Context: an optimization exercise on an open-source flow, tuned for small area and a short achievable clock period. The choices shown serve that exercise and are no tape-out recipe. The RTL was checked by simulation tests, not by an equivalence proof against the original design. Power figures rest on the tool's default switching activity, not on a simulated workload.

==> config.mk <==
export PLATFORM = sky130hd
export DESIGN_NAME = CPU
export DESIGN_NICKNAME = CPU
export VERILOG_FILES = /design/flow/design.v
export SDC_FILE = /design/flow/constraint.sdc
export NUM_CORES = 4
export LEC_CHECK = 0
export CAP_MARGIN = 20
export CORE_MARGIN = 2
export CORE_UTILIZATION = 40
export SETUP_SLACK_MARGIN = 5
export SLEW_MARGIN = 20
==> constraint.sdc <==
create_clock -name core_clock -period 12.0 [get_ports {clk}]
set_input_delay 2.4000 -clock core_clock [delete_from_list [all_inputs] [get_ports {clk}]]
set_output_delay 2.4000 -clock core_clock [all_outputs]
set_load 0.01 [all_outputs]
==> design.v <==
`timescale 1ns / 1ps
module smul(input wire [7:0] a, input wire [7:0] b, output wire [7:0] y);
  wire pp1 = a[0] & b[0];
  wire pp2 = a[0] & b[1];
  wire pp3 = a[0] & b[2];
  wire pp4 = a[0] & b[3];
  wire pp5 = a[0] & b[4];
  wire pp6 = a[0] & b[5];
  wire pp7 = a[0] & b[6];
  wire pp8 = a[0] & b[7];
  wire pp9 = a[1] & b[0];
  wire pp10 = a[1] & b[1];
  wire pp11 = a[1] & b[2];
  wire pp12 = a[1] & b[3];
  wire pp13 = a[1] & b[4];
  wire pp14 = a[1] & b[5];
  wire pp15 = a[1] & b[6];
  wire pp16 = a[2] & b[0];
  wire pp17 = a[2] & b[1];
  wire pp18 = a[2] & b[2];
  wire pp19 = a[2] & b[3];
  wire pp20 = a[2] & b[4];
  wire pp21 = a[2] & b[5];
  wire pp22 = a[3] & b[0];
  wire pp23 = a[3] & b[1];
  wire pp24 = a[3] & b[2];
  wire pp25 = a[3] & b[3];
  wire pp26 = a[3] & b[4];
  wire pp27 = a[4] & b[0];
  wire pp28 = a[4] & b[1];
  wire pp29 = a[4] & b[2];
  wire pp30 = a[4] & b[3];
  wire pp31 = a[5] & b[0];
  wire pp32 = a[5] & b[1];
  wire pp33 = a[5] & b[2];
  wire pp34 = a[6] & b[0];
  wire pp35 = a[6] & b[1];
  wire pp36 = a[7] & b[0];
  wire h39 = pp3 ^ pp10;
  wire s37 = h39 ^ pp16;
  wire c38 = h39 ? pp16 : pp3;
  wire h42 = pp4 ^ pp11;
  wire s40 = h42 ^ pp17;
  wire c41 = h42 ? pp17 : pp4;
  wire h45 = pp22 ^ c38;
  wire s43 = h45 ^ s40;
  wire c44 = h45 ? s40 : pp22;
  wire h48 = pp5 ^ pp12;
  wire s46 = h48 ^ pp18;
  wire c47 = h48 ? pp18 : pp5;
  wire h51 = pp23 ^ pp27;
  wire s49 = h51 ^ c41;
  wire c50 = h51 ? c41 : pp23;
  wire h54 = s46 ^ c44;
  wire s52 = h54 ^ s49;
  wire c53 = h54 ? s49 : s46;
  wire h57 = pp6 ^ pp13;
  wire s55 = h57 ^ pp19;
  wire c56 = h57 ? pp19 : pp6;
  wire h60 = pp24 ^ pp28;
  wire s58 = h60 ^ pp31;
  wire c59 = h60 ? pp31 : pp24;
  wire h63 = c47 ^ s55;
  wire s61 = h63 ^ s58;
  wire c62 = h63 ? s58 : c47;
  wire h66 = c50 ^ s61;
  wire s64 = h66 ^ c53;
  wire c65 = h66 ? c53 : c50;
  wire h69 = pp7 ^ pp14;
  wire s67 = h69 ^ pp20;
  wire c68 = h69 ? pp20 : pp7;
  wire h72 = pp25 ^ pp29;
  wire s70 = h72 ^ pp32;
  wire c71 = h72 ? pp32 : pp25;
  wire h75 = pp34 ^ c56;
  wire s73 = h75 ^ c59;
  wire c74 = h75 ? c59 : pp34;
  wire h78 = s67 ^ s70;
  wire s76 = h78 ^ c62;
  wire c77 = h78 ? c62 : s67;
  wire h81 = s73 ^ s76;
  wire s79 = h81 ^ c65;
  wire c80 = h81 ? c65 : s73;
  wire x82 = pp8 ^ pp15;
  wire x83 = pp21 ^ pp26;
  wire x84 = pp30 ^ pp33;
  wire x85 = pp35 ^ pp36;
  wire x86 = x82 ^ x83;
  wire x87 = x84 ^ x85;
  wire x88 = c68 ^ c71;
  wire x89 = x86 ^ x87;
  wire x90 = x88 ^ x89;
  wire x91 = c74 ^ x90;
  wire x92 = x91 ^ c77;
  wire x93 = x92 ^ c80;
  wire [7:0] rx = {x93, s79, s64, s52, s43, s37, pp2, pp1};
  wire [7:0] ry = {1'b0, 1'b0, 1'b0, 1'b0, 1'b0, 1'b0, pp9, 1'b0};
  assign y = rx + ry;
endmodule
module vdot_tree(input wire [63:0] a, input wire [63:0] b, output wire [7:0] y);
  wire pp1 = a[0] & b[0];
  wire pp2 = a[0] & b[1];
  wire pp3 = a[0] & b[2];
  wire pp4 = a[0] & b[3];
  wire pp5 = a[0] & b[4];
  wire pp6 = a[0] & b[5];
  wire pp7 = a[0] & b[6];
  wire pp8 = a[0] & b[7];
  wire pp9 = a[1] & b[0];
  wire pp10 = a[1] & b[1];
  wire pp11 = a[1] & b[2];
  wire pp12 = a[1] & b[3];
  wire pp13 = a[1] & b[4];
  wire pp14 = a[1] & b[5];
  wire pp15 = a[1] & b[6];
  wire pp16 = a[2] & b[0];
  wire pp17 = a[2] & b[1];
  wire pp18 = a[2] & b[2];
  wire pp19 = a[2] & b[3];
  wire pp20 = a[2] & b[4];
  wire pp21 = a[2] & b[5];
  wire pp22 = a[3] & b[0];
  wire pp23 = a[3] & b[1];
  wire pp24 = a[3] & b[2];
  wire pp25 = a[3] & b[3];
  wire pp26 = a[3] & b[4];
  wire pp27 = a[4] & b[0];
  wire pp28 = a[4] & b[1];
  wire pp29 = a[4] & b[2];
  wire pp30 = a[4] & b[3];
  wire pp31 = a[5] & b[0];
  wire pp32 = a[5] & b[1];
  wire pp33 = a[5] & b[2];
  wire pp34 = a[6] & b[0];
  wire pp35 = a[6] & b[1];
  wire pp36 = a[7] & b[0];
  wire pp37 = a[8] & b[8];
  wire pp38 = a[8] & b[9];
  wire pp39 = a[8] & b[10];
  wire pp40 = a[8] & b[11];
  wire pp41 = a[8] & b[12];
  wire pp42 = a[8] & b[13];
  wire pp43 = a[8] & b[14];
  wire pp44 = a[8] & b[15];
  wire pp45 = a[9] & b[8];
  wire pp46 = a[9] & b[9];
  wire pp47 = a[9] & b[10];
  wire pp48 = a[9] & b[11];
  wire pp49 = a[9] & b[12];
  wire pp50 = a[9] & b[13];
  wire pp51 = a[9] & b[14];
  wire pp52 = a[10] & b[8];
  wire pp53 = a[10] & b[9];
  wire pp54 = a[10] & b[10];
  wire pp55 = a[10] & b[11];
  wire pp56 = a[10] & b[12];
  wire pp57 = a[10] & b[13];
  wire pp58 = a[11] & b[8];
  wire pp59 = a[11] & b[9];
  wire pp60 = a[11] & b[10];
  wire pp61 = a[11] & b[11];
  wire pp62 = a[11] & b[12];
  wire pp63 = a[12] & b[8];
  wire pp64 = a[12] & b[9];
  wire pp65 = a[12] & b[10];
  wire pp66 = a[12] & b[11];
  wire pp67 = a[13] & b[8];
  wire pp68 = a[13] & b[9];
  wire pp69 = a[13] & b[10];
  wire pp70 = a[14] & b[8];
  wire pp71 = a[14] & b[9];
  wire pp72 = a[15] & b[8];
  wire pp73 = a[16] & b[16];
  wire pp74 = a[16] & b[17];
  wire pp75 = a[16] & b[18];
  wire pp76 = a[16] & b[19];
  wire pp77 = a[16] & b[20];
  wire pp78 = a[16] & b[21];
  wire pp79 = a[16] & b[22];
  wire pp80 = a[16] & b[23];
  wire pp81 = a[17] & b[16];
  wire pp82 = a[17] & b[17];
  wire pp83 = a[17] & b[18];
  wire pp84 = a[17] & b[19];
  wire pp85 = a[17] & b[20];
  wire pp86 = a[17] & b[21];
  wire pp87 = a[17] & b[22];
  wire pp88 = a[18] & b[16];
  wire pp89 = a[18] & b[17];
  wire pp90 = a[18] & b[18];
  wire pp91 = a[18] & b[19];
  wire pp92 = a[18] & b[20];
  wire pp93 = a[18] & b[21];
  wire pp94 = a[19] & b[16];
  wire pp95 = a[19] & b[17];
  wire pp96 = a[19] & b[18];
  wire pp97 = a[19] & b[19];
  wire pp98 = a[19] & b[20];
  wire pp99 = a[20] & b[16];
  wire pp100 = a[20] & b[17];
  wire pp101 = a[20] & b[18];
  wire pp102 = a[20] & b[19];
  wire pp103 = a[21] & b[16];
  wire pp104 = a[21] & b[17];
  wire pp105 = a[21] & b[18];
  wire pp106 = a[22] & b[16];
  wire pp107 = a[22] & b[17];
  wire pp108 = a[23] & b[16];
  wire pp109 = a[24] & b[24];
  wire pp110 = a[24] & b[25];
  wire pp111 = a[24] & b[26];
  wire pp112 = a[24] & b[27];
  wire pp113 = a[24] & b[28];
  wire pp114 = a[24] & b[29];
  wire pp115 = a[24] & b[30];
  wire pp116 = a[24] & b[31];
  wire pp117 = a[25] & b[24];
  wire pp118 = a[25] & b[25];
  wire pp119 = a[25] & b[26];
  wire pp120 = a[25] & b[27];
  wire pp121 = a[25] & b[28];
  wire pp122 = a[25] & b[29];
  wire pp123 = a[25] & b[30];
  wire pp124 = a[26] & b[24];
  wire pp125 = a[26] & b[25];
  wire pp126 = a[26] & b[26];
  wire pp127 = a[26] & b[27];
  wire pp128 = a[26] & b[28];
  wire pp129 = a[26] & b[29];
  wire pp130 = a[27] & b[24];
  wire pp131 = a[27] & b[25];
  wire pp132 = a[27] & b[26];
  wire pp133 = a[27] & b[27];
  wire pp134 = a[27] & b[28];
  wire pp135 = a[28] & b[24];
  wire pp136 = a[28] & b[25];
  wire pp137 = a[28] & b[26];
  wire pp138 = a[28] & b[27];
  wire pp139 = a[29] & b[24];
  wire pp140 = a[29] & b[25];
  wire pp141 = a[29] & b[26];
  wire pp142 = a[30] & b[24];
  wire pp143 = a[30] & b[25];
  wire pp144 = a[31] & b[24];
  wire pp145 = a[32] & b[32];
  wire pp146 = a[32] & b[33];
  wire pp147 = a[32] & b[34];
  wire pp148 = a[32] & b[35];
  wire pp149 = a[32] & b[36];
  wire pp150 = a[32] & b[37];
  wire pp151 = a[32] & b[38];
  wire pp152 = a[32] & b[39];
  wire pp153 = a[33] & b[32];
  wire pp154 = a[33] & b[33];
  wire pp155 = a[33] & b[34];
  wire pp156 = a[33] & b[35];
  wire pp157 = a[33] & b[36];
  wire pp158 = a[33] & b[37];
  wire pp159 = a[33] & b[38];
  wire pp160 = a[34] & b[32];
  wire pp161 = a[34] & b[33];
  wire pp162 = a[34] & b[34];
  wire pp163 = a[34] & b[35];
  wire pp164 = a[34] & b[36];
  wire pp165 = a[34] & b[37];
  wire pp166 = a[35] & b[32];
  wire pp167 = a[35] & b[33];
  wire pp168 = a[35] & b[34];
  wire pp169 = a[35] & b[35];
  wire pp170 = a[35] & b[36];
  wire pp171 = a[36] & b[32];
  wire pp172 = a[36] & b[33];
  wire pp173 = a[36] & b[34];
  wire pp174 = a[36] & b[35];
  wire pp175 = a[37] & b[32];
  wire pp176 = a[37] & b[33];
  wire pp177 = a[37] & b[34];
  wire pp178 = a[38] & b[32];
  wire pp179 = a[38] & b[33];
  wire pp180 = a[39] & b[32];
  wire pp181 = a[40] & b[40];
  wire pp182 = a[40] & b[41];
  wire pp183 = a[40] & b[42];
  wire pp184 = a[40] & b[43];
  wire pp185 = a[40] & b[44];
  wire pp186 = a[40] & b[45];
  wire pp187 = a[40] & b[46];
  wire pp188 = a[40] & b[47];
  wire pp189 = a[41] & b[40];
  wire pp190 = a[41] & b[41];
  wire pp191 = a[41] & b[42];
  wire pp192 = a[41] & b[43];
  wire pp193 = a[41] & b[44];
  wire pp194 = a[41] & b[45];
  wire pp195 = a[41] & b[46];
  wire pp196 = a[42] & b[40];
  wire pp197 = a[42] & b[41];
  wire pp198 = a[42] & b[42];
  wire pp199 = a[42] & b[43];
  wire pp200 = a[42] & b[44];
  wire pp201 = a[42] & b[45];
  wire pp202 = a[43] & b[40];
  wire pp203 = a[43] & b[41];
  wire pp204 = a[43] & b[42];
  wire pp205 = a[43] & b[43];
  wire pp206 = a[43] & b[44];
  wire pp207 = a[44] & b[40];
  wire pp208 = a[44] & b[41];
  wire pp209 = a[44] & b[42];
  wire pp210 = a[44] & b[43];
  wire pp211 = a[45] & b[40];
  wire pp212 = a[45] & b[41];
  wire pp213 = a[45] & b[42];
  wire pp214 = a[46] & b[40];
  wire pp215 = a[46] & b[41];
  wire pp216 = a[47] & b[40];
  wire pp217 = a[48] & b[48];
  wire pp218 = a[48] & b[49];
  wire pp219 = a[48] & b[50];
  wire pp220 = a[48] & b[51];
  wire pp221 = a[48] & b[52];
  wire pp222 = a[48] & b[53];
  wire pp223 = a[48] & b[54];
  wire pp224 = a[48] & b[55];
  wire pp225 = a[49] & b[48];
  wire pp226 = a[49] & b[49];
  wire pp227 = a[49] & b[50];
  wire pp228 = a[49] & b[51];
  wire pp229 = a[49] & b[52];
  wire pp230 = a[49] & b[53];
  wire pp231 = a[49] & b[54];
  wire pp232 = a[50] & b[48];
  wire pp233 = a[50] & b[49];
  wire pp234 = a[50] & b[50];
  wire pp235 = a[50] & b[51];
  wire pp236 = a[50] & b[52];
  wire pp237 = a[50] & b[53];
  wire pp238 = a[51] & b[48];
  wire pp239 = a[51] & b[49];
  wire pp240 = a[51] & b[50];
  wire pp241 = a[51] & b[51];
  wire pp242 = a[51] & b[52];
  wire pp243 = a[52] & b[48];
  wire pp244 = a[52] & b[49];
  wire pp245 = a[52] & b[50];
  wire pp246 = a[52] & b[51];
  wire pp247 = a[53] & b[48];
  wire pp248 = a[53] & b[49];
  wire pp249 = a[53] & b[50];
  wire pp250 = a[54] & b[48];
  wire pp251 = a[54] & b[49];
  wire pp252 = a[55] & b[48];
  wire pp253 = a[56] & b[56];
  wire pp254 = a[56] & b[57];
  wire pp255 = a[56] & b[58];
  wire pp256 = a[56] & b[59];
  wire pp257 = a[56] & b[60];
  wire pp258 = a[56] & b[61];
  wire pp259 = a[56] & b[62];
  wire pp260 = a[56] & b[63];
  wire pp261 = a[57] & b[56];
  wire pp262 = a[57] & b[57];
  wire pp263 = a[57] & b[58];
  wire pp264 = a[57] & b[59];
  wire pp265 = a[57] & b[60];
  wire pp266 = a[57] & b[61];
  wire pp267 = a[57] & b[62];
  wire pp268 = a[58] & b[56];
  wire pp269 = a[58] & b[57];
  wire pp270 = a[58] & b[58];
  wire pp271 = a[58] & b[59];
  wire pp272 = a[58] & b[60];
  wire pp273 = a[58] & b[61];
  wire pp274 = a[59] & b[56];
  wire pp275 = a[59] & b[57];
  wire pp276 = a[59] & b[58];
  wire pp277 = a[59] & b[59];
  wire pp278 = a[59] & b[60];
  wire pp279 = a[60] & b[56];
  wire pp280 = a[60] & b[57];
  wire pp281 = a[60] & b[58];
  wire pp282 = a[60] & b[59];
  wire pp283 = a[61] & b[56];
  wire pp284 = a[61] & b[57];
  wire pp285 = a[61] & b[58];
  wire pp286 = a[62] & b[56];
  wire pp287 = a[62] & b[57];
  wire pp288 = a[63] & b[56];
  wire s289 = pp1 ^ pp37 ^ pp73;
  wire c290 = (pp1 & pp37) | (pp1 & pp73) | (pp37 & pp73);
  wire s291 = pp109 ^ pp145 ^ pp181;
  wire c292 = (pp109 & pp145) | (pp109 & pp181) | (pp145 & pp181);
  wire s293 = pp217 ^ pp253 ^ s289;
  wire c294 = (pp217 & pp253) | (pp217 & s289) | (pp253 & s289);
  wire s295 = pp2 ^ pp9 ^ pp38;
  wire c296 = (pp2 & pp9) | (pp2 & pp38) | (pp9 & pp38);
  wire s297 = pp45 ^ pp74 ^ pp81;
  wire c298 = (pp45 & pp74) | (pp45 & pp81) | (pp74 & pp81);
  wire s299 = pp110 ^ pp117 ^ pp146;
  wire c300 = (pp110 & pp117) | (pp110 & pp146) | (pp117 & pp146);
  wire s301 = pp153 ^ pp182 ^ pp189;
  wire c302 = (pp153 & pp182) | (pp153 & pp189) | (pp182 & pp189);
  wire s303 = pp218 ^ pp225 ^ pp254;
  wire c304 = (pp218 & pp225) | (pp218 & pp254) | (pp225 & pp254);
  wire s305 = pp261 ^ c290 ^ c292;
  wire c306 = (pp261 & c290) | (pp261 & c292) | (c290 & c292);
  wire s307 = s295 ^ s297 ^ s299;
  wire c308 = (s295 & s297) | (s295 & s299) | (s297 & s299);
  wire h311 = s301 ^ s303;
  wire s309 = h311 ^ c294;
  wire c310 = h311 ? c294 : s301;
  wire h314 = s305 ^ s307;
  wire s312 = h314 ^ s309;
  wire c313 = h314 ? s309 : s305;
  wire s315 = pp3 ^ pp10 ^ pp16;
  wire c316 = (pp3 & pp10) | (pp3 & pp16) | (pp10 & pp16);
  wire s317 = pp39 ^ pp46 ^ pp52;
  wire c318 = (pp39 & pp46) | (pp39 & pp52) | (pp46 & pp52);
  wire s319 = pp75 ^ pp82 ^ pp88;
  wire c320 = (pp75 & pp82) | (pp75 & pp88) | (pp82 & pp88);
  wire s321 = pp111 ^ pp118 ^ pp124;
  wire c322 = (pp111 & pp118) | (pp111 & pp124) | (pp118 & pp124);
  wire s323 = pp147 ^ pp154 ^ pp160;
  wire c324 = (pp147 & pp154) | (pp147 & pp160) | (pp154 & pp160);
  wire s325 = pp183 ^ pp190 ^ pp196;
  wire c326 = (pp183 & pp190) | (pp183 & pp196) | (pp190 & pp196);
  wire s327 = pp219 ^ pp226 ^ pp232;
  wire c328 = (pp219 & pp226) | (pp219 & pp232) | (pp226 & pp232);
  wire s329 = pp255 ^ pp262 ^ pp268;
  wire c330 = (pp255 & pp262) | (pp255 & pp268) | (pp262 & pp268);
  wire s331 = c296 ^ c298 ^ c300;
  wire c332 = (c296 & c298) | (c296 & c300) | (c298 & c300);
  wire s333 = c302 ^ c304 ^ s315;
  wire c334 = (c302 & c304) | (c302 & s315) | (c304 & s315);
  wire s335 = s317 ^ s319 ^ s321;
  wire c336 = (s317 & s319) | (s317 & s321) | (s319 & s321);
  wire s337 = s323 ^ s325 ^ s327;
  wire c338 = (s323 & s325) | (s323 & s327) | (s325 & s327);
  wire h341 = s329 ^ c306;
  wire s339 = h341 ^ c308;
  wire c340 = h341 ? c308 : s329;
  wire h344 = s331 ^ s333;
  wire s342 = h344 ^ s335;
  wire c343 = h344 ? s335 : s331;
  wire h347 = s337 ^ c310;
  wire s345 = h347 ^ s339;
  wire c346 = h347 ? s339 : s337;
  wire h350 = s342 ^ c313;
  wire s348 = h350 ^ s345;
  wire c349 = h350 ? s345 : s342;
  wire s351 = pp4 ^ pp11 ^ pp17;
  wire c352 = (pp4 & pp11) | (pp4 & pp17) | (pp11 & pp17);
  wire s353 = pp22 ^ pp40 ^ pp47;
  wire c354 = (pp22 & pp40) | (pp22 & pp47) | (pp40 & pp47);
  wire s355 = pp53 ^ pp58 ^ pp76;
  wire c356 = (pp53 & pp58) | (pp53 & pp76) | (pp58 & pp76);
  wire s357 = pp83 ^ pp89 ^ pp94;
  wire c358 = (pp83 & pp89) | (pp83 & pp94) | (pp89 & pp94);
  wire s359 = pp112 ^ pp119 ^ pp125;
  wire c360 = (pp112 & pp119) | (pp112 & pp125) | (pp119 & pp125);
  wire s361 = pp130 ^ pp148 ^ pp155;
  wire c362 = (pp130 & pp148) | (pp130 & pp155) | (pp148 & pp155);
  wire s363 = pp161 ^ pp166 ^ pp184;
  wire c364 = (pp161 & pp166) | (pp161 & pp184) | (pp166 & pp184);
  wire s365 = pp191 ^ pp197 ^ pp202;
  wire c366 = (pp191 & pp197) | (pp191 & pp202) | (pp197 & pp202);
  wire s367 = pp220 ^ pp227 ^ pp233;
  wire c368 = (pp220 & pp227) | (pp220 & pp233) | (pp227 & pp233);
  wire s369 = pp238 ^ pp256 ^ pp263;
  wire c370 = (pp238 & pp256) | (pp238 & pp263) | (pp256 & pp263);
  wire s371 = pp269 ^ pp274 ^ c316;
  wire c372 = (pp269 & pp274) | (pp269 & c316) | (pp274 & c316);
  wire s373 = c318 ^ c320 ^ c322;
  wire c374 = (c318 & c320) | (c318 & c322) | (c320 & c322);
  wire s375 = c324 ^ c326 ^ c328;
  wire c376 = (c324 & c326) | (c324 & c328) | (c326 & c328);
  wire s377 = c330 ^ s351 ^ s353;
  wire c378 = (c330 & s351) | (c330 & s353) | (s351 & s353);
  wire s379 = s355 ^ s357 ^ s359;
  wire c380 = (s355 & s357) | (s355 & s359) | (s357 & s359);
  wire s381 = s361 ^ s363 ^ s365;
  wire c382 = (s361 & s363) | (s361 & s365) | (s363 & s365);
  wire h385 = s367 ^ s369;
  wire s383 = h385 ^ c332;
  wire c384 = h385 ? c332 : s367;
  wire h388 = c334 ^ c336;
  wire s386 = h388 ^ c338;
  wire c387 = h388 ? c338 : c334;
  wire h391 = s371 ^ s373;
  wire s389 = h391 ^ s375;
  wire c390 = h391 ? s375 : s371;
  wire h394 = s377 ^ s379;
  wire s392 = h394 ^ s381;
  wire c393 = h394 ? s381 : s377;
  wire h397 = c340 ^ s383;
  wire s395 = h397 ^ c343;
  wire c396 = h397 ? c343 : c340;
  wire h400 = s386 ^ s389;
  wire s398 = h400 ^ s392;
  wire c399 = h400 ? s392 : s386;
  wire h403 = c346 ^ s395;
  wire s401 = h403 ^ s398;
  wire c402 = h403 ? s398 : c346;
  wire s404 = pp5 ^ pp12 ^ pp18;
  wire c405 = (pp5 & pp12) | (pp5 & pp18) | (pp12 & pp18);
  wire s406 = pp23 ^ pp27 ^ pp41;
  wire c407 = (pp23 & pp27) | (pp23 & pp41) | (pp27 & pp41);
  wire s408 = pp48 ^ pp54 ^ pp59;
  wire c409 = (pp48 & pp54) | (pp48 & pp59) | (pp54 & pp59);
  wire s410 = pp63 ^ pp77 ^ pp84;
  wire c411 = (pp63 & pp77) | (pp63 & pp84) | (pp77 & pp84);
  wire s412 = pp90 ^ pp95 ^ pp99;
  wire c413 = (pp90 & pp95) | (pp90 & pp99) | (pp95 & pp99);
  wire s414 = pp113 ^ pp120 ^ pp126;
  wire c415 = (pp113 & pp120) | (pp113 & pp126) | (pp120 & pp126);
  wire s416 = pp131 ^ pp135 ^ pp149;
  wire c417 = (pp131 & pp135) | (pp131 & pp149) | (pp135 & pp149);
  wire s418 = pp156 ^ pp162 ^ pp167;
  wire c419 = (pp156 & pp162) | (pp156 & pp167) | (pp162 & pp167);
  wire s420 = pp171 ^ pp185 ^ pp192;
  wire c421 = (pp171 & pp185) | (pp171 & pp192) | (pp185 & pp192);
  wire s422 = pp198 ^ pp203 ^ pp207;
  wire c423 = (pp198 & pp203) | (pp198 & pp207) | (pp203 & pp207);
  wire s424 = pp221 ^ pp228 ^ pp234;
  wire c425 = (pp221 & pp228) | (pp221 & pp234) | (pp228 & pp234);
  wire s426 = pp239 ^ pp243 ^ pp257;
  wire c427 = (pp239 & pp243) | (pp239 & pp257) | (pp243 & pp257);
  wire s428 = pp264 ^ pp270 ^ pp275;
  wire c429 = (pp264 & pp270) | (pp264 & pp275) | (pp270 & pp275);
  wire s430 = pp279 ^ c352 ^ c354;
  wire c431 = (pp279 & c352) | (pp279 & c354) | (c352 & c354);
  wire s432 = c356 ^ c358 ^ c360;
  wire c433 = (c356 & c358) | (c356 & c360) | (c358 & c360);
  wire s434 = c362 ^ c364 ^ c366;
  wire c435 = (c362 & c364) | (c362 & c366) | (c364 & c366);
  wire s436 = c368 ^ c370 ^ s404;
  wire c437 = (c368 & c370) | (c368 & s404) | (c370 & s404);
  wire s438 = s406 ^ s408 ^ s410;
  wire c439 = (s406 & s408) | (s406 & s410) | (s408 & s410);
  wire s440 = s412 ^ s414 ^ s416;
  wire c441 = (s412 & s414) | (s412 & s416) | (s414 & s416);
  wire s442 = s418 ^ s420 ^ s422;
  wire c443 = (s418 & s420) | (s418 & s422) | (s420 & s422);
  wire s444 = s424 ^ s426 ^ s428;
  wire c445 = (s424 & s426) | (s424 & s428) | (s426 & s428);
  wire h448 = c372 ^ c374;
  wire s446 = h448 ^ c376;
  wire c447 = h448 ? c376 : c372;
  wire h451 = c378 ^ c380;
  wire s449 = h451 ^ c382;
  wire c450 = h451 ? c382 : c378;
  wire h454 = s430 ^ s432;
  wire s452 = h454 ^ s434;
  wire c453 = h454 ? s434 : s430;
  wire h457 = s436 ^ s438;
  wire s455 = h457 ^ s440;
  wire c456 = h457 ? s440 : s436;
  wire h460 = s442 ^ s444;
  wire s458 = h460 ^ c384;
  wire c459 = h460 ? c384 : s442;
  wire h463 = c387 ^ c390;
  wire s461 = h463 ^ s446;
  wire c462 = h463 ? s446 : c387;
  wire h466 = c393 ^ s449;
  wire s464 = h466 ^ s452;
  wire c465 = h466 ? s452 : c393;
  wire h469 = s455 ^ s458;
  wire s467 = h469 ^ c396;
  wire c468 = h469 ? c396 : s455;
  wire h472 = s461 ^ c399;
  wire s470 = h472 ^ s464;
  wire c471 = h472 ? s464 : s461;
  wire h475 = s467 ^ s470;
  wire s473 = h475 ^ c402;
  wire c474 = h475 ? c402 : s467;
  wire s476 = pp6 ^ pp13 ^ pp19;
  wire c477 = (pp6 & pp13) | (pp6 & pp19) | (pp13 & pp19);
  wire s478 = pp24 ^ pp28 ^ pp31;
  wire c479 = (pp24 & pp28) | (pp24 & pp31) | (pp28 & pp31);
  wire s480 = pp42 ^ pp49 ^ pp55;
  wire c481 = (pp42 & pp49) | (pp42 & pp55) | (pp49 & pp55);
  wire s482 = pp60 ^ pp64 ^ pp67;
  wire c483 = (pp60 & pp64) | (pp60 & pp67) | (pp64 & pp67);
  wire s484 = pp78 ^ pp85 ^ pp91;
  wire c485 = (pp78 & pp85) | (pp78 & pp91) | (pp85 & pp91);
  wire s486 = pp96 ^ pp100 ^ pp103;
  wire c487 = (pp96 & pp100) | (pp96 & pp103) | (pp100 & pp103);
  wire s488 = pp114 ^ pp121 ^ pp127;
  wire c489 = (pp114 & pp121) | (pp114 & pp127) | (pp121 & pp127);
  wire s490 = pp132 ^ pp136 ^ pp139;
  wire c491 = (pp132 & pp136) | (pp132 & pp139) | (pp136 & pp139);
  wire s492 = pp150 ^ pp157 ^ pp163;
  wire c493 = (pp150 & pp157) | (pp150 & pp163) | (pp157 & pp163);
  wire s494 = pp168 ^ pp172 ^ pp175;
  wire c495 = (pp168 & pp172) | (pp168 & pp175) | (pp172 & pp175);
  wire s496 = pp186 ^ pp193 ^ pp199;
  wire c497 = (pp186 & pp193) | (pp186 & pp199) | (pp193 & pp199);
  wire s498 = pp204 ^ pp208 ^ pp211;
  wire c499 = (pp204 & pp208) | (pp204 & pp211) | (pp208 & pp211);
  wire s500 = pp222 ^ pp229 ^ pp235;
  wire c501 = (pp222 & pp229) | (pp222 & pp235) | (pp229 & pp235);
  wire s502 = pp240 ^ pp244 ^ pp247;
  wire c503 = (pp240 & pp244) | (pp240 & pp247) | (pp244 & pp247);
  wire s504 = pp258 ^ pp265 ^ pp271;
  wire c505 = (pp258 & pp265) | (pp258 & pp271) | (pp265 & pp271);
  wire s506 = pp276 ^ pp280 ^ pp283;
  wire c507 = (pp276 & pp280) | (pp276 & pp283) | (pp280 & pp283);
  wire s508 = c405 ^ c407 ^ c409;
  wire c509 = (c405 & c407) | (c405 & c409) | (c407 & c409);
  wire s510 = c411 ^ c413 ^ c415;
  wire c511 = (c411 & c413) | (c411 & c415) | (c413 & c415);
  wire s512 = c417 ^ c419 ^ c421;
  wire c513 = (c417 & c419) | (c417 & c421) | (c419 & c421);
  wire s514 = c423 ^ c425 ^ c427;
  wire c515 = (c423 & c425) | (c423 & c427) | (c425 & c427);
  wire s516 = c429 ^ s476 ^ s478;
  wire c517 = (c429 & s476) | (c429 & s478) | (s476 & s478);
  wire s518 = s480 ^ s482 ^ s484;
  wire c519 = (s480 & s482) | (s480 & s484) | (s482 & s484);
  wire s520 = s486 ^ s488 ^ s490;
  wire c521 = (s486 & s488) | (s486 & s490) | (s488 & s490);
  wire s522 = s492 ^ s494 ^ s496;
  wire c523 = (s492 & s494) | (s492 & s496) | (s494 & s496);
  wire s524 = s498 ^ s500 ^ s502;
  wire c525 = (s498 & s500) | (s498 & s502) | (s500 & s502);
  wire h528 = s504 ^ s506;
  wire s526 = h528 ^ c431;
  wire c527 = h528 ? c431 : s504;
  wire h531 = c433 ^ c435;
  wire s529 = h531 ^ c437;
  wire c530 = h531 ? c437 : c433;
  wire h534 = c439 ^ c441;
  wire s532 = h534 ^ c443;
  wire c533 = h534 ? c443 : c439;
  wire h537 = c445 ^ s508;
  wire s535 = h537 ^ s510;
  wire c536 = h537 ? s510 : c445;
  wire h540 = s512 ^ s514;
  wire s538 = h540 ^ s516;
  wire c539 = h540 ? s516 : s512;
  wire h543 = s518 ^ s520;
  wire s541 = h543 ^ s522;
  wire c542 = h543 ? s522 : s518;
  wire h546 = s524 ^ c447;
  wire s544 = h546 ^ c450;
  wire c545 = h546 ? c450 : s524;
  wire h549 = c453 ^ s526;
  wire s547 = h549 ^ c456;
  wire c548 = h549 ? c456 : c453;
  wire h552 = s529 ^ s532;
  wire s550 = h552 ^ s535;
  wire c551 = h552 ? s535 : s529;
  wire h555 = s538 ^ s541;
  wire s553 = h555 ^ c459;
  wire c554 = h555 ? c459 : s538;
  wire h558 = c462 ^ c465;
  wire s556 = h558 ^ s544;
  wire c557 = h558 ? s544 : c462;
  wire h561 = s547 ^ s550;
  wire s559 = h561 ^ s553;
  wire c560 = h561 ? s553 : s547;
  wire h564 = c468 ^ s556;
  wire s562 = h564 ^ c471;
  wire c563 = h564 ? c471 : c468;
  wire h567 = s559 ^ s562;
  wire s565 = h567 ^ c474;
  wire c566 = h567 ? c474 : s559;
  wire s568 = pp7 ^ pp14 ^ pp20;
  wire c569 = (pp7 & pp14) | (pp7 & pp20) | (pp14 & pp20);
  wire s570 = pp25 ^ pp29 ^ pp32;
  wire c571 = (pp25 & pp29) | (pp25 & pp32) | (pp29 & pp32);
  wire s572 = pp34 ^ pp43 ^ pp50;
  wire c573 = (pp34 & pp43) | (pp34 & pp50) | (pp43 & pp50);
  wire s574 = pp56 ^ pp61 ^ pp65;
  wire c575 = (pp56 & pp61) | (pp56 & pp65) | (pp61 & pp65);
  wire s576 = pp68 ^ pp70 ^ pp79;
  wire c577 = (pp68 & pp70) | (pp68 & pp79) | (pp70 & pp79);
  wire s578 = pp86 ^ pp92 ^ pp97;
  wire c579 = (pp86 & pp92) | (pp86 & pp97) | (pp92 & pp97);
  wire s580 = pp101 ^ pp104 ^ pp106;
  wire c581 = (pp101 & pp104) | (pp101 & pp106) | (pp104 & pp106);
  wire s582 = pp115 ^ pp122 ^ pp128;
  wire c583 = (pp115 & pp122) | (pp115 & pp128) | (pp122 & pp128);
  wire s584 = pp133 ^ pp137 ^ pp140;
  wire c585 = (pp133 & pp137) | (pp133 & pp140) | (pp137 & pp140);
  wire s586 = pp142 ^ pp151 ^ pp158;
  wire c587 = (pp142 & pp151) | (pp142 & pp158) | (pp151 & pp158);
  wire s588 = pp164 ^ pp169 ^ pp173;
  wire c589 = (pp164 & pp169) | (pp164 & pp173) | (pp169 & pp173);
  wire s590 = pp176 ^ pp178 ^ pp187;
  wire c591 = (pp176 & pp178) | (pp176 & pp187) | (pp178 & pp187);
  wire s592 = pp194 ^ pp200 ^ pp205;
  wire c593 = (pp194 & pp200) | (pp194 & pp205) | (pp200 & pp205);
  wire s594 = pp209 ^ pp212 ^ pp214;
  wire c595 = (pp209 & pp212) | (pp209 & pp214) | (pp212 & pp214);
  wire s596 = pp223 ^ pp230 ^ pp236;
  wire c597 = (pp223 & pp230) | (pp223 & pp236) | (pp230 & pp236);
  wire s598 = pp241 ^ pp245 ^ pp248;
  wire c599 = (pp241 & pp245) | (pp241 & pp248) | (pp245 & pp248);
  wire s600 = pp250 ^ pp259 ^ pp266;
  wire c601 = (pp250 & pp259) | (pp250 & pp266) | (pp259 & pp266);
  wire s602 = pp272 ^ pp277 ^ pp281;
  wire c603 = (pp272 & pp277) | (pp272 & pp281) | (pp277 & pp281);
  wire s604 = pp284 ^ pp286 ^ c477;
  wire c605 = (pp284 & pp286) | (pp284 & c477) | (pp286 & c477);
  wire s606 = c479 ^ c481 ^ c483;
  wire c607 = (c479 & c481) | (c479 & c483) | (c481 & c483);
  wire s608 = c485 ^ c487 ^ c489;
  wire c609 = (c485 & c487) | (c485 & c489) | (c487 & c489);
  wire s610 = c491 ^ c493 ^ c495;
  wire c611 = (c491 & c493) | (c491 & c495) | (c493 & c495);
  wire s612 = c497 ^ c499 ^ c501;
  wire c613 = (c497 & c499) | (c497 & c501) | (c499 & c501);
  wire s614 = c503 ^ c505 ^ c507;
  wire c615 = (c503 & c505) | (c503 & c507) | (c505 & c507);
  wire s616 = s568 ^ s570 ^ s572;
  wire c617 = (s568 & s570) | (s568 & s572) | (s570 & s572);
  wire s618 = s574 ^ s576 ^ s578;
  wire c619 = (s574 & s576) | (s574 & s578) | (s576 & s578);
  wire s620 = s580 ^ s582 ^ s584;
  wire c621 = (s580 & s582) | (s580 & s584) | (s582 & s584);
  wire s622 = s586 ^ s588 ^ s590;
  wire c623 = (s586 & s588) | (s586 & s590) | (s588 & s590);
  wire s624 = s592 ^ s594 ^ s596;
  wire c625 = (s592 & s594) | (s592 & s596) | (s594 & s596);
  wire s626 = s598 ^ s600 ^ s602;
  wire c627 = (s598 & s600) | (s598 & s602) | (s600 & s602);
  wire h630 = c509 ^ c511;
  wire s628 = h630 ^ c513;
  wire c629 = h630 ? c513 : c509;
  wire h633 = c515 ^ c517;
  wire s631 = h633 ^ c519;
  wire c632 = h633 ? c519 : c515;
  wire h636 = c521 ^ c523;
  wire s634 = h636 ^ c525;
  wire c635 = h636 ? c525 : c521;
  wire h639 = s604 ^ s606;
  wire s637 = h639 ^ s608;
  wire c638 = h639 ? s608 : s604;
  wire h642 = s610 ^ s612;
  wire s640 = h642 ^ s614;
  wire c641 = h642 ? s614 : s610;
  wire h645 = s616 ^ s618;
  wire s643 = h645 ^ s620;
  wire c644 = h645 ? s620 : s616;
  wire h648 = s622 ^ s624;
  wire s646 = h648 ^ s626;
  wire c647 = h648 ? s626 : s622;
  wire h651 = c527 ^ c530;
  wire s649 = h651 ^ c533;
  wire c650 = h651 ? c533 : c527;
  wire h654 = c536 ^ s628;
  wire s652 = h654 ^ c539;
  wire c653 = h654 ? c539 : c536;
  wire h657 = c542 ^ s631;
  wire s655 = h657 ^ s634;
  wire c656 = h657 ? s634 : c542;
  wire h660 = s637 ^ s640;
  wire s658 = h660 ^ s643;
  wire c659 = h660 ? s643 : s637;
  wire h663 = s646 ^ c545;
  wire s661 = h663 ^ c548;
  wire c662 = h663 ? c548 : s646;
  wire h666 = c551 ^ s649;
  wire s664 = h666 ^ s652;
  wire c665 = h666 ? s652 : c551;
  wire h669 = s655 ^ s658;
  wire s667 = h669 ^ c554;
  wire c668 = h669 ? c554 : s655;
  wire h672 = c557 ^ s661;
  wire s670 = h672 ^ s664;
  wire c671 = h672 ? s664 : c557;
  wire h675 = c560 ^ s667;
  wire s673 = h675 ^ c563;
  wire c674 = h675 ? c563 : c560;
  wire h678 = s670 ^ s673;
  wire s676 = h678 ^ c566;
  wire c677 = h678 ? c566 : s670;
  wire x679 = pp8 ^ pp15;
  wire x680 = pp21 ^ pp26;
  wire x681 = pp30 ^ pp33;
  wire x682 = pp35 ^ pp36;
  wire x683 = pp44 ^ pp51;
  wire x684 = pp57 ^ pp62;
  wire x685 = pp66 ^ pp69;
  wire x686 = pp71 ^ pp72;
  wire x687 = pp80 ^ pp87;
  wire x688 = pp93 ^ pp98;
  wire x689 = pp102 ^ pp105;
  wire x690 = pp107 ^ pp108;
  wire x691 = pp116 ^ pp123;
  wire x692 = pp129 ^ pp134;
  wire x693 = pp138 ^ pp141;
  wire x694 = pp143 ^ pp144;
  wire x695 = pp152 ^ pp159;
  wire x696 = pp165 ^ pp170;
  wire x697 = pp174 ^ pp177;
  wire x698 = pp179 ^ pp180;
  wire x699 = pp188 ^ pp195;
  wire x700 = pp201 ^ pp206;
  wire x701 = pp210 ^ pp213;
  wire x702 = pp215 ^ pp216;
  wire x703 = pp224 ^ pp231;
  wire x704 = pp237 ^ pp242;
  wire x705 = pp246 ^ pp249;
  wire x706 = pp251 ^ pp252;
  wire x707 = pp260 ^ pp267;
  wire x708 = pp273 ^ pp278;
  wire x709 = pp282 ^ pp285;
  wire x710 = pp287 ^ pp288;
  wire x711 = x679 ^ x680;
  wire x712 = x681 ^ x682;
  wire x713 = x683 ^ x684;
  wire x714 = x685 ^ x686;
  wire x715 = x687 ^ x688;
  wire x716 = x689 ^ x690;
  wire x717 = x691 ^ x692;
  wire x718 = x693 ^ x694;
  wire x719 = x695 ^ x696;
  wire x720 = x697 ^ x698;
  wire x721 = x699 ^ x700;
  wire x722 = x701 ^ x702;
  wire x723 = x703 ^ x704;
  wire x724 = x705 ^ x706;
  wire x725 = x707 ^ x708;
  wire x726 = x709 ^ x710;
  wire x727 = c569 ^ c571;
  wire x728 = c573 ^ c575;
  wire x729 = c577 ^ c579;
  wire x730 = c581 ^ c583;
  wire x731 = c585 ^ c587;
  wire x732 = c589 ^ c591;
  wire x733 = c593 ^ c595;
  wire x734 = c597 ^ c599;
  wire x735 = c601 ^ c603;
  wire x736 = x711 ^ x712;
  wire x737 = x713 ^ x714;
  wire x738 = x715 ^ x716;
  wire x739 = x717 ^ x718;
  wire x740 = x719 ^ x720;
  wire x741 = x721 ^ x722;
  wire x742 = x723 ^ x724;
  wire x743 = x725 ^ x726;
  wire x744 = x727 ^ x728;
  wire x745 = x729 ^ x730;
  wire x746 = x731 ^ x732;
  wire x747 = x733 ^ x734;
  wire x748 = x735 ^ x736;
  wire x749 = x737 ^ x738;
  wire x750 = x739 ^ x740;
  wire x751 = x741 ^ x742;
  wire x752 = x743 ^ c605;
  wire x753 = c607 ^ c609;
  wire x754 = c611 ^ c613;
  wire x755 = c615 ^ c617;
  wire x756 = c619 ^ c621;
  wire x757 = c623 ^ c625;
  wire x758 = c627 ^ x744;
  wire x759 = x745 ^ x746;
  wire x760 = x747 ^ x748;
  wire x761 = x749 ^ x750;
  wire x762 = x751 ^ x752;
  wire x763 = x753 ^ x754;
  wire x764 = x755 ^ x756;
  wire x765 = x757 ^ x758;
  wire x766 = x759 ^ x760;
  wire x767 = x761 ^ c629;
  wire x768 = c632 ^ c635;
  wire x769 = c638 ^ c641;
  wire x770 = x762 ^ x763;
  wire x771 = c644 ^ c647;
  wire x772 = x764 ^ x765;
  wire x773 = x766 ^ x767;
  wire x774 = x768 ^ x769;
  wire x775 = x770 ^ x771;
  wire x776 = x772 ^ c650;
  wire x777 = x773 ^ c653;
  wire x778 = c656 ^ x774;
  wire x779 = c659 ^ x775;
  wire x780 = x776 ^ x777;
  wire x781 = x778 ^ x779;
  wire x782 = c662 ^ x780;
  wire x783 = c665 ^ x781;
  wire x784 = x782 ^ x783;
  wire x785 = c668 ^ c671;
  wire x786 = x784 ^ x785;
  wire x787 = c674 ^ x786;
  wire x788 = x787 ^ c677;
  wire [7:0] rx = {x788, s676, s565, s473, c349, s348, s312, s291};
  wire [7:0] ry = {1'b0, 1'b0, 1'b0, 1'b0, s401, 1'b0, 1'b0, s293};
  assign y = rx + ry;
endmodule
`timescale 1ns / 1ps
module CPU( input clk,
	input rst,
	input wire [31:0] inst,
	input wire [63:0]	main_memory_input_data_path,
	output reg[63:0] main_memory_output_data_path,
	output wire[31:0] pc_inst_addr,
	output wire		Vector_Write_Access,
	output wire		Memory_Write_Access,
	output wire		Load_Vector_Flag,
	output wire 		Load_Word_Flag,
	output wire[11:0]	Main_Memory_Address
	);
	wire [5:0] op  = inst[31:26];
	wire [4:0] rd  = inst[25:21];
	wire [4:0] rs1 = inst[20:16];
	wire [4:0] rs2 = inst[15:11];
	wire [7:0] imm = inst[15:8];
	wire [63:0] mem = main_memory_input_data_path;
	wire op_add  = op == 6'b000000;
	wire op_sub  = op == 6'b000001;
	wire op_mul  = op == 6'b000010;
	wire op_and  = op == 6'b000100;
	wire op_or   = op == 6'b000101;
	wire op_xor  = op == 6'b000110;
	wire op_sll  = op == 6'b001000;
	wire op_srl  = op == 6'b001001;
	wire op_slt  = op == 6'b001010;
	wire op_seq  = op == 6'b001011;
	wire op_addi = op == 6'b001101;
	wire op_andi = op == 6'b001110;
	wire op_xori = op == 6'b001111;
	wire op_slti = op == 6'b101000;
	wire op_vadd = op == 6'b010000;
	wire op_vsub = op == 6'b010001;
	wire op_vdot = op == 6'b010010;
	wire op_lw   = op == 6'b100101;
	wire op_lv   = op == 6'b101101;
	wire op_sw   = op == 6'b100110;
	wire op_sv   = op == 6'b101110;
	wire op_rar  = op == 6'b101111;
	wire op_raw  = op == 6'b101100;
	wire op_beq  = op == 6'b100011;
	wire op_bgt  = op == 6'b011111;
	wire op_jmp  = op == 6'b110000;
	assign Load_Word_Flag      = op_lw | op_rar;
	assign Load_Vector_Flag    = op_lv | op_rar;
	assign Memory_Write_Access = op_sw | op_raw;
	assign Vector_Write_Access = op_sv | op_raw;
	assign Main_Memory_Address = inst[11:0];
	wire imm_sel = op_addi | op_andi | op_xori | op_slti | op_beq | op_bgt;
	wire s_we = op_add | op_sub | op_mul | op_and | op_or | op_xor | op_sll | op_srl |
	            op_slt | op_seq | op_addi | op_andi | op_xori | op_slti | op_lw;
	wire v_we = op_vadd | op_vsub | op_vdot | op_lv;
	reg [7:0]  R [0:30];
	reg [63:0] V [0:2];
	reg [31:0] T;
	reg [31:0] PC;
	assign pc_inst_addr = PC;
	wire [255:0] rf;
	genvar g;
	generate
		for (g = 0; g < 31; g = g + 1) begin : rf_flat
			assign rf[8*g +: 8] = R[g];
		end
	endgenerate
	assign rf[255:248] = 8'd0;
	function [7:0] rdmux(input [255:0] x, input [4:0] s);
		reg [63:0] l1;
		reg [15:0] l2;
		integer q;
		begin
			for (q = 0; q < 8; q = q + 1)
				case (s[1:0])
					2'd0: l1[8*q +: 8] = x[32*q +: 8];
					2'd1: l1[8*q +: 8] = x[32*q + 8 +: 8];
					2'd2: l1[8*q +: 8] = x[32*q + 16 +: 8];
					default: l1[8*q +: 8] = x[32*q + 24 +: 8];
				endcase
			for (q = 0; q < 2; q = q + 1)
				case (s[3:2])
					2'd0: l2[8*q +: 8] = l1[32*q +: 8];
					2'd1: l2[8*q +: 8] = l1[32*q + 8 +: 8];
					2'd2: l2[8*q +: 8] = l1[32*q + 16 +: 8];
					default: l2[8*q +: 8] = l1[32*q + 24 +: 8];
				endcase
			rdmux = s[4] ? l2[15:8] : l2[7:0];
		end
	endfunction
	wire [7:0] A = rdmux(rf, rs1);
	wire [7:0] B = rdmux(rf, rs2);
	wire nva = op_sw | op_raw;
	wire [63:0] VA = (V[0] & {64{rs1 == 5'd0 && !nva}}) |
	                 (V[1] & {64{rs1 == 5'd1 && !nva}}) |
	                 (V[2] & {64{rs1 == 5'd2 && !nva}});
	wire [63:0] VB = (V[0] & {64{rs2 == 5'd0}}) |
	                 (V[1] & {64{rs2 == 5'd1}}) |
	                 (V[2] & {64{rs2 == 5'd2}});
	always @(*) begin
		main_memory_output_data_path = VA;
		main_memory_output_data_path[7:0] = VA[7:0] | (A & {8{op_sw}}) | (PC[7:0] & {8{op_raw}});
		main_memory_output_data_path[31:8] = VA[31:8] | (PC[31:8] & {24{op_raw}});
	end
	wire [7:0] B2 = imm_sel ? imm : B;
	wire do_sub = !(op_add | op_addi);
	wire [7:0] b2x = B2 ^ {8{do_sub}};
	reg [8:0] dc;
	reg [7:0] diff;
	integer d;
	always @(*) begin
		dc[0] = do_sub;
		for (d = 0; d < 8; d = d + 1) begin
			diff[d] = A[d] ^ b2x[d] ^ dc[d];
			dc[d+1] = (A[d] ^ b2x[d]) ? dc[d] : A[d];
		end
	end
	wire lt = !dc[8];                 
	wire eq = (A == B2);
	wire [7:0] prod;
	smul u_mul(.a(A), .b(B), .y(prod));
	wire [7:0] shl = (B[7:3] != 5'd0) ? 8'd0 : (A << B[2:0]);
	wire [7:0] shr = (B[7:3] != 5'd0) ? 8'd0 : (A >> B[2:0]);
	reg [7:0] alu;
	always @(*) begin
		alu = 8'd0;
		if (op_add | op_addi | op_sub) alu = diff;
		if (op_mul)                    alu = prod;
		if (op_and | op_andi)          alu = A & B2;
		if (op_or)                     alu = A | B2;
		if (op_xor | op_xori)          alu = A ^ B2;
		if (op_sll)                    alu = shl;
		if (op_srl)                    alu = shr;
		if (op_slt | op_slti)          alu = {7'd0, lt};
		if (op_seq)                    alu = {7'd0, eq};
	end
	wire [7:0] s_wdata = op_lw ? mem[7:0] : alu;
	reg [63:0] vaddsub;
	wire [7:0] dot;
	vdot_tree u_dot(.a(VA), .b(VB), .y(dot));
	integer k, m;
	reg [8:0] cy;
	reg [7:0] bb;
	always @(*) begin
		for (k = 0; k < 8; k = k + 1) begin
			bb = VB[8*k +: 8] ^ {8{op_vsub}};
			cy[0] = op_vsub;
			for (m = 0; m < 8; m = m + 1) begin
				vaddsub[8*k+m] = VA[8*k+m] ^ bb[m] ^ cy[m];
				cy[m+1] = (VA[8*k+m] ^ bb[m]) ? cy[m] : VA[8*k+m];
			end
		end
	end
	wire [63:0] v_wdata = op_lv ? mem : (op_vdot ? {56'd0, dot} : vaddsub);
	wire taken = (op_beq & !eq) | (op_bgt & !lt & !eq);
	always @(posedge clk) begin
		if (rst) PC <= 32'd0;
		else if (op_jmp) PC <= {6'd0, inst[25:0]};
		else if (taken) PC <= T;
		else PC <= PC + 32'd4;
	end
	always @(posedge clk)
		if (op_rar) T <= mem[31:0];
	integer j;
	always @(posedge clk) begin
		for (j = 0; j < 31; j = j + 1)
			if (s_we && rd == j) R[j] <= s_wdata;
		for (j = 0; j < 3; j = j + 1)
			if (v_we && rd == j) V[j] <= v_wdata;
	end
endmodule
==> flow/run.sh <==
#!/bin/bash
set -euo pipefail
bash standard.sh "BUFFER_PORTS_ARGS=-buffer_cell sky130_fd_sc_hd__buf_2" \
  "CTS_ARGS=-sink_clustering_enable -repair_clock_nets -dont_use_dummy_load -buf_list {sky130_fd_sc_hd__clkbuf_2 sky130_fd_sc_hd__clkbuf_4 sky130_fd_sc_hd__clkbuf_8}" \
  finish > standard_flow.log 2>&1
==> standard.sh <==
#!/bin/bash
# synth_recipe.tcl (not shown) runs the flow's synth.tcl, then flattens the netlist and writes it again
# the make line also repeats each setting of config.mk as NAME=value (left out here)
make -C /OpenROAD-flow-scripts/flow DESIGN_CONFIG=/design/flow/config.mk WORK_HOME=/design/flow/orfs CLKGATE_MAP_FILE= SYNTH_SCRIPT=/design/flow/synth_recipe.tcl "${@:-finish}"
==> flow_summary.toml, run 1 <==
[power]
switchingPower_mw = 1.27
p_int_mw = 2.97
p_comb_share_pct = 22.4
power.share.sequential_pct = 46.1
vdd_drop_max_uv = 146
clockPowerShare_pct = 31.5
p_leak_nw = 15.9
p_sw_share_pct = 29.9
powerDensity_nw_per_um2 = 95.4

[final_layout]
finalNetCount = 4270
drive_above_1_share_pct = 23.0
fillers = 8674
layout_common_cells = "edfxtp_1, nand2_1, nor2_1"
final_common_cell = "edfxtp_1"
area_growth_pct = 18.8

[critical_path]
crit_type = "input port to flip-flop"
r2r-start = "V[1][1]"
worstPathMaxFanout = 6
startpoint_type = "input port"
end_kind = "flip-flop"
startpoint = "inst[11]"
reg2regPathDepth = 24
critPathRequiredTime_ns = 12.50
r2r_slack_ns = 6.12
worst_ep_arrival_time_ns = 8.44

[drt]
met1_length_um = 56700
top_layer = "met5"
finalWirelength_um = 149000
wl_met2_um = 69600
drtPass1Iterations = 10
wl_met3_um = 14300
routed_via_density = 6.07
num_vias = 32100
drc = 0
drtIter0Drc = 3956
post_drt_wl_per_cell_um = 28.2
antenna_left = 0

[synthesis]
syn_area_um2 = 37500
synth.area.mux_share_pct = 9.33
synthFlopType = "edfxtp_1"
synth_area_leader_cell = "edfxtp_1"
async_flop_share_pct = 0
synthCells = 3691
ys_seq_area_share_pct = 39.5
synth_fp_nets = 3926
ys_types = 106
synth.top_cells.by_area = "edfxtp_1, xnor2_1, fa_1"
synth-simple-area-share_pct = 14.3
avgSynthCellArea_um2 = 10.1
ys_ff_latch = 504
synth_top_family_by_area = "simple AND/OR/NAND/NOR gates"
synth_top_area_share_pct = 37.8
synth_edf_count = 472
synthAdderAreaFrac_pct = 8.92
synth-xor-area-share_pct = 10.9
synth_compound_area_share_pct = 12.2
ys_warn_count = 3

[grt]
antenna_found_initial = 6
grt_max_degree = 61
grt_pass1_vias = 30700
grt.overflow.total = 0
grt_pass1_wl_um = 211000
gr-usage-all-layers_pct = 30.1

[clock_network]
cts-buffers-inserted = 90
cts.sinks = 504
cts_tree = "yes"
insertion_delay_ns = 0.75
cts_max_level = 3
clockBufferDepth = 3
clk_pin_slew_ns = 0.05
cts_hold_buf = 0
cts_root_buffer = "clkbuf_8"

[run_status]
outcome = "complete, no violations"

[floorplan]
die_area_um2 = 96100
start_util_pct = 40.3
dieHeight_um = 310
core_area_um2 = 93000
rows = 112
io_pins = 210
fp.dieW_um = 310

[sta]
fmax_ghz = 0.126
hold_violations = 0
finalSetupViolCount = 0
worst_clock_skew_ns = 0.0691
max-slew-margin-rel_pct = 21.4
worst_slew_pin_slew_ns = 1.18
post-route-period-util_pct = 66.2
holdWs_ns = 0.559
slew_viol_final = 0
setup_tns_ns = 0
rsz0062_at_grt = "true"
min_period_ns = 7.94

[placed_design]
place_congestion = 1.00
dp_hpwl_um = 98700
port_buffers = 209

[hold_path]
hold_depth = 2
hold_class = "flip-flop to flip-flop"
min-delay-start = "T[11]"

[flow_run]
cap_violations = 0
## Yosys cell counts, types with 15 or more instances
master / n
edfxtp_1: 472
clkbuf_1: 107
and3_1: 17
inv_1: 141
nand2b_1: 65
nand2_1: 467
a211oi_1: 34
or2_2: 16
a31oi_1: 15
buf_6: 19
mux2_2: 16
dfxtp_1: 32
buf_1: 25
maj3_1: 65
xor2_1: 84
fa_1: 115
o22ai_1: 42
buf_4: 33
o21ai_0: 187
nor2_1: 394
nand3_1: 39
o21ai_1: 18
mux4_2: 66
a21oi_1: 137
a221oi_1: 21
mux2i_1: 178
ha_1: 22
nor2b_1: 29
buf_2: 37
a222oi_1: 39
and2_1: 33
or3_1: 39
a22oi_1: 40
o211ai_1: 18
xnor2_1: 331
nor3_1: 60
## cells by family (layout without fill, tap and decap cells)
group,after synthesis,after routing
XOR/XNOR,435,435
multiplexers,264,264
other,0,2
flip-flops,504,504
AND/OR/NAND/NOR,1211,1212
AO/OA/AOI/OAI,687,688
buffers and inverters,378,718
adder cells (fa/ha/maj),212,212
## stage by stage
stage                     worst slack [ns]  instance area (um2)  util (%)  instances  total power, mW
after detailed placement              2.37                39900      42.9       5007             2.78
after global routing                  3.93                44500      47.8       5289             4.36
after global placement                2.39                39900      42.9       5007             2.77
after CTS                             4.25                43700      46.9       5239             4.19
final                                 4.06                44500      47.8       5289             4.24
after floorplan                       3.74                38000         -       3691             2.54
## per-layer routing
layer / track usage [%] / vias to the layer above
met5: 0 / -
met4: 15.5 / 6
met3: 5.69 / 417
met2: 48.6 / 1948
met1: 38.5 / 15800
li1: - / 13900
## flip-flops by register name, summed over array words and instances, names as in the netlist
name  count
R       248
V       192
PC       32
T        32
## what timing repair did
item	in CTS	in global routing
resized for setup	197	100
cloned	24	6
setup endpoints to repair	348	212
setup buffers	118	42
pin swaps	79	60
## power by group through the flow
stage	clock [mW]	combinational (mW)	sequential, mW
final	1.34	0.950	1.96
after floorplan	0	0.547	1.99
after detailed placement	0	0.786	1.99
after global placement	0	0.782	1.99
after CTS	1.34	0.884	1.96
after global routing	1.41	0.996	1.96
## cell type report
| class | count | area (um2) | share of cell area (%) |
|---|---|---|---|
| inverter | 154 | 603 | 1.36 |
| sequential | 504 | 14800 | 33.3 |
| timing repair buffer | 474 | 4190 | 9.42 |
| multi-input combinational | 2811 | 22100 | 49.6 |
| clock buffer | 90 | 1240 | 2.78 |
| tap | 1254 | 1570 | 3.53 |
| antenna | 2 | 5.00 | 0.0112 |
## final timing paths
check	to
max	V[1][7]
max reg2reg	V[1][6]
min reg2reg	PC[11]
min	PC[11]
## critical path: stages
cell	delay [ns]
buf_12	0.11
buf_12	0.12
or3_4	0.46
nor3_4	0.19
buf_6	0.14
buf_12	0.14
buf_12	0.15
a222oi_1	0.11
buf_4	0.17
clkdlybuf4s15_2	0.24
or2_2	0.30
fa_1	0.51
inv_1	0.06
fa_1	0.55
inv_1	0.06
maj3_2	0.35
xor2_2	0.25
xnor2_1	0.17
xnor2_1	0.15
xnor2_1	0.16
xnor2_1	0.10
xnor2_1	0.29
xnor2_1	0.21
xnor3_1	0.50
xnor2_1	0.21
nor2_1	0.07
a211oi_2	0.24
==> run 2, diff against run 1 <==
--- a/config.mk
+++ b/config.mk
@@ -5,8 +5,10 @@
 export SDC_FILE = /design/flow/constraint.sdc
 export NUM_CORES = 4
 export LEC_CHECK = 0
+export ABC_AREA = 1
 export CAP_MARGIN = 20
 export CORE_MARGIN = 2
 export CORE_UTILIZATION = 40
 export SETUP_SLACK_MARGIN = 5
 export SLEW_MARGIN = 20
+export TNS_END_PERCENT = 0
==> run 2 against run 1 <==
Effect of this change:
- sequential share of layout area increased by 0.57 points
- critical endpoint is now main_memory_output_data_path[1]
- synthesized cell count is 27% higher
- synthesized area fell by 0.31%
- clock power about the same
- final cell count is 19% higher
- critical path depth fell by 14
- sequential power is essentially flat
- first-iteration DRC count up 2.9%
- largest power group unchanged
- flip-flop and latch count did not move
- total power decreased by 3.1%
- still clean on timing, DRC and antenna
==> flow_summary.toml, run 2 <==
[clock_network]
insertion_delay_ns = 0.78
cts_tree = "yes"
clk_pin_slew_ns = 0.05
cts_root_buffer = "clkbuf_8"
clockBufferDepth = 3
cts_max_level = 3
cts-buffers-inserted = 91
cts.sinks = 504

[final_layout]
layout_common_cells = "nand2_1, inv_1, edfxtp_1"
max_flop_register = "R"
reg_top3 = "R (248), V (192)"
seqCellArea_um2 = 14800
fillers = 9076
finalNetCount = 5273
drive_above_1_share_pct = 17.6
multi_input_area_um2 = 20600
area_growth_pct = 17.2
largest_register_ffs = 248
stdcell_area_um2 = 43700
final_common_cell = "nand2_1"

[hold_path]
hold_class = "flip-flop to flip-flop"

[drt]
post_drt_wl_per_cell_um = 23.2
antenna_left = 0
finalWirelength_um = 146000
num_vias = 34800
drtIter0Drc = 4070
drtPass1Iterations = 6
routed_via_density = 5.52
drc = 0

[grt]
grt_max_degree = 51
top_usage_layer = "met2"
grt_pass1_vias = 32600
globalRouteMet1Util_pct = 39.7
grt_pass1_wl_um = 211000
grt.overflow.total = 0
gr-usage-all-layers_pct = 29.9
antenna_found_initial = 7
use_met3_pct = 5.89
grtUsageMet2_pct = 48.0

[synthesis]
synthCells = 4680
ys_seq_area_share_pct = 39.7
synth_fp_nets = 4915
ys_ff_latch = 504
ys_warn_count = 3
async_flop_share_pct = 0
yosysMostFrequentCell = "nand2_1"
synth_common_cells = "nand2_1, inv_1, edfxtp_1"
synth.top_cells.by_area = "edfxtp_1, nand2_1, fa_1"
syn_area_um2 = 37300
synth_top_area_share_pct = 38.0
ys_types = 70
avgSynthCellArea_um2 = 7.98
synthFlopType = "edfxtp_1"
synth_edf_count = 472
synth_area_leader_cell = "edfxtp_1"

[sta]
fmax_ghz = 0.138
min_period_ns = 7.24
rsz0062_at_grt = "true"
setup_tns_ns = 0
worst_slew_pin_slew_ns = 1.09
max-slew-margin-rel_pct = 27.1
slew_viol_final = 0
worst_clock_skew_ns = 0.143
post-route-period-util_pct = 60.4
hold_violations = 0
finalSetupViolCount = 0

[floorplan]
core_area_um2 = 92900
fp.dieW_um = 310
rows = 112
start_util_pct = 40.2
die_area_um2 = 95800
io_pins = 210
dieHeight_um = 310

[critical_path]
cp.buffers_inverters = 5
crit_chain = "buf_6, buf_12, buf_4, nand2_4, inv_8, a21oi_1, nand2_1, nand2_1, o21ai_0, nand2_2, a21oi_4, o21ai_0, buf_2"
critPathRequiredTime_ns = 9.60
worstPathMaxFanout = 33
worst_ep_arrival_time_ns = 4.84
slowest_stage = "inv_8"
cp_top_family = "buffers and inverters"
end_kind = "primary output"
crit_type = "input port to primary output"
startpoint_type = "input port"
max_stage_delay_ns = 0.33

[power]
vdd_drop_max_uv = 71.8
p_leak_nw = 19.1
powerDensity_nw_per_um2 = 94.0

[run_status]
outcome = "complete, no violations"

[placed_design]
port_buffers = 209
dp_hpwl_um = 100000
dpl_cell_area_um2 = 39500
place_congestion = 0.968

[flow_run]
cap_violations = 0
==> run 2: timing repair <==
item	4_1_cts	5_1_grt
resized for setup	208	100
pin swaps	86	56
buffers inserted	114	45
setup endpoints to repair	357	302
gates cloned	15	1
hold buffers	0	0
==> run 2: per-layer routing <==
layer,up-vias,share of wire [%]
li1,15900,-
met1,16700,40
met2,1874,46
met3,334,10
met4,4,4.0
met5,-,0.018
==> run 2: logic make-up after synthesis <==
family                   after synthesis  share of synthesized area (%)
AO/OA/AOI/OAI                        617                           9.79
XOR/XNOR                             324                           7.76
adder cells (fa/ha/maj)              141                           7.01
buffers and inverters                703                           8.34
flip-flops                           504                           39.7
multiplexers                           3                         0.0804
AND/OR/NAND/NOR                     2388                           27.3
==> run 2: path summary, 6_finish.rpt <==
path / depth (start not counted) / startpoint / end / slack (ns)
hold reg to reg: 2 / T[31] / PC[31] / 0.47
hold / removal: 2 / T[31] / PC[31] / 0.47
setup / recovery: 13 / inst[16] / main_memory_output_data_path[1] / 4.76
setup reg to reg: 30 / V[1][1] / V[0][7] / 6.99
==> run 2: cell type report <==
type / count / share of cell area (%)
clock buffers: 91 / 2.86
repair buffers: 422 / 7.54
repair inverters: 4 / 0.0915
inverters: 539 / 4.95
diodes: 6 / 0.0343
flip-flops and latches: 504 / 33.9
multi-input cells: 3476 / 47.1
well taps: 1254 / 3.59
==> run 2: per-stage QoR <==
stage / hold slack (ns) / setup WS, ns / total power, mW / utilization, % / std cells
final: 0.474 / 4.76 / 4.11 / 47.1 / 6296
after global placement: 0.480 / 2.47 / 2.71 / 42.6 / 6024
after detailed placement: 0.486 / 2.31 / 2.72 / 42.6 / 6024
after CTS: 0.455 / 4.87 / 4.09 / 46.3 / 6244
after floorplan: 0.468 / 4.80 / 2.48 / - / 4680
after global routing: 0.508 / 4.50 / 4.26 / 47.1 / 6295
==> run 2: worst reg2reg max path, delay by kind of cell, from the launching register on <==
| kind | cells | cell delay [ns] |
|---|---|---|
| adders and majority gates | 2 | 1.05 |
| xor gates and xnor gates | 4 | 0.69 |
| DFF | 1 | 0.39 |
| buffers and inverters | 9 | 0.95 |
| and+or+nand+nor | 12 | 1.22 |
| AOI/OAI and AO/OA | 3 | 0.35 |
==> run 2: where the power goes <==
part | switching, mW | leakage [nW] | internal (mW) | total, mW
combinational | 0.564 | 13.8 | 0.247 | 0.812
clock | 0.677 | 0.654 | 0.662 | 1.34
sequential | 0.00825 | 4.63 | 1.95 | 1.96

port drivers added, routing unchanged:
The results above use ideal ports. As a check the final layouts listed here were re-extracted and re-timed, cells and wires unchanged. Step 1 assumes that a clkbuf_16 drives the clock port and a buf_2 every other input. Step 2 moves the port delays by t, midway between the first and last clock arrival at a register: inputs arrive t later, outputs are due t later. That takes back most of the time a late clock gives input paths. a / b / c = ideal / step 1 / step 2; a / b = the first two.
run	t, ns	setup slack, ns	worst setup path after step 2	worst slew at a driven data input, ns	pins driven straight from the clock port
run 1	0.779	4.058 / 4.028 / 3.249	input to register	0.24	1
run 2	0.765	4.757 / 4.719 / 3.960	input to register	0.11	1
After both steps every run listed still meets setup and hold. The setup slack of run 1, which loses most, moves by -0.030 ns with the drivers and by -0.809 ns with both steps.
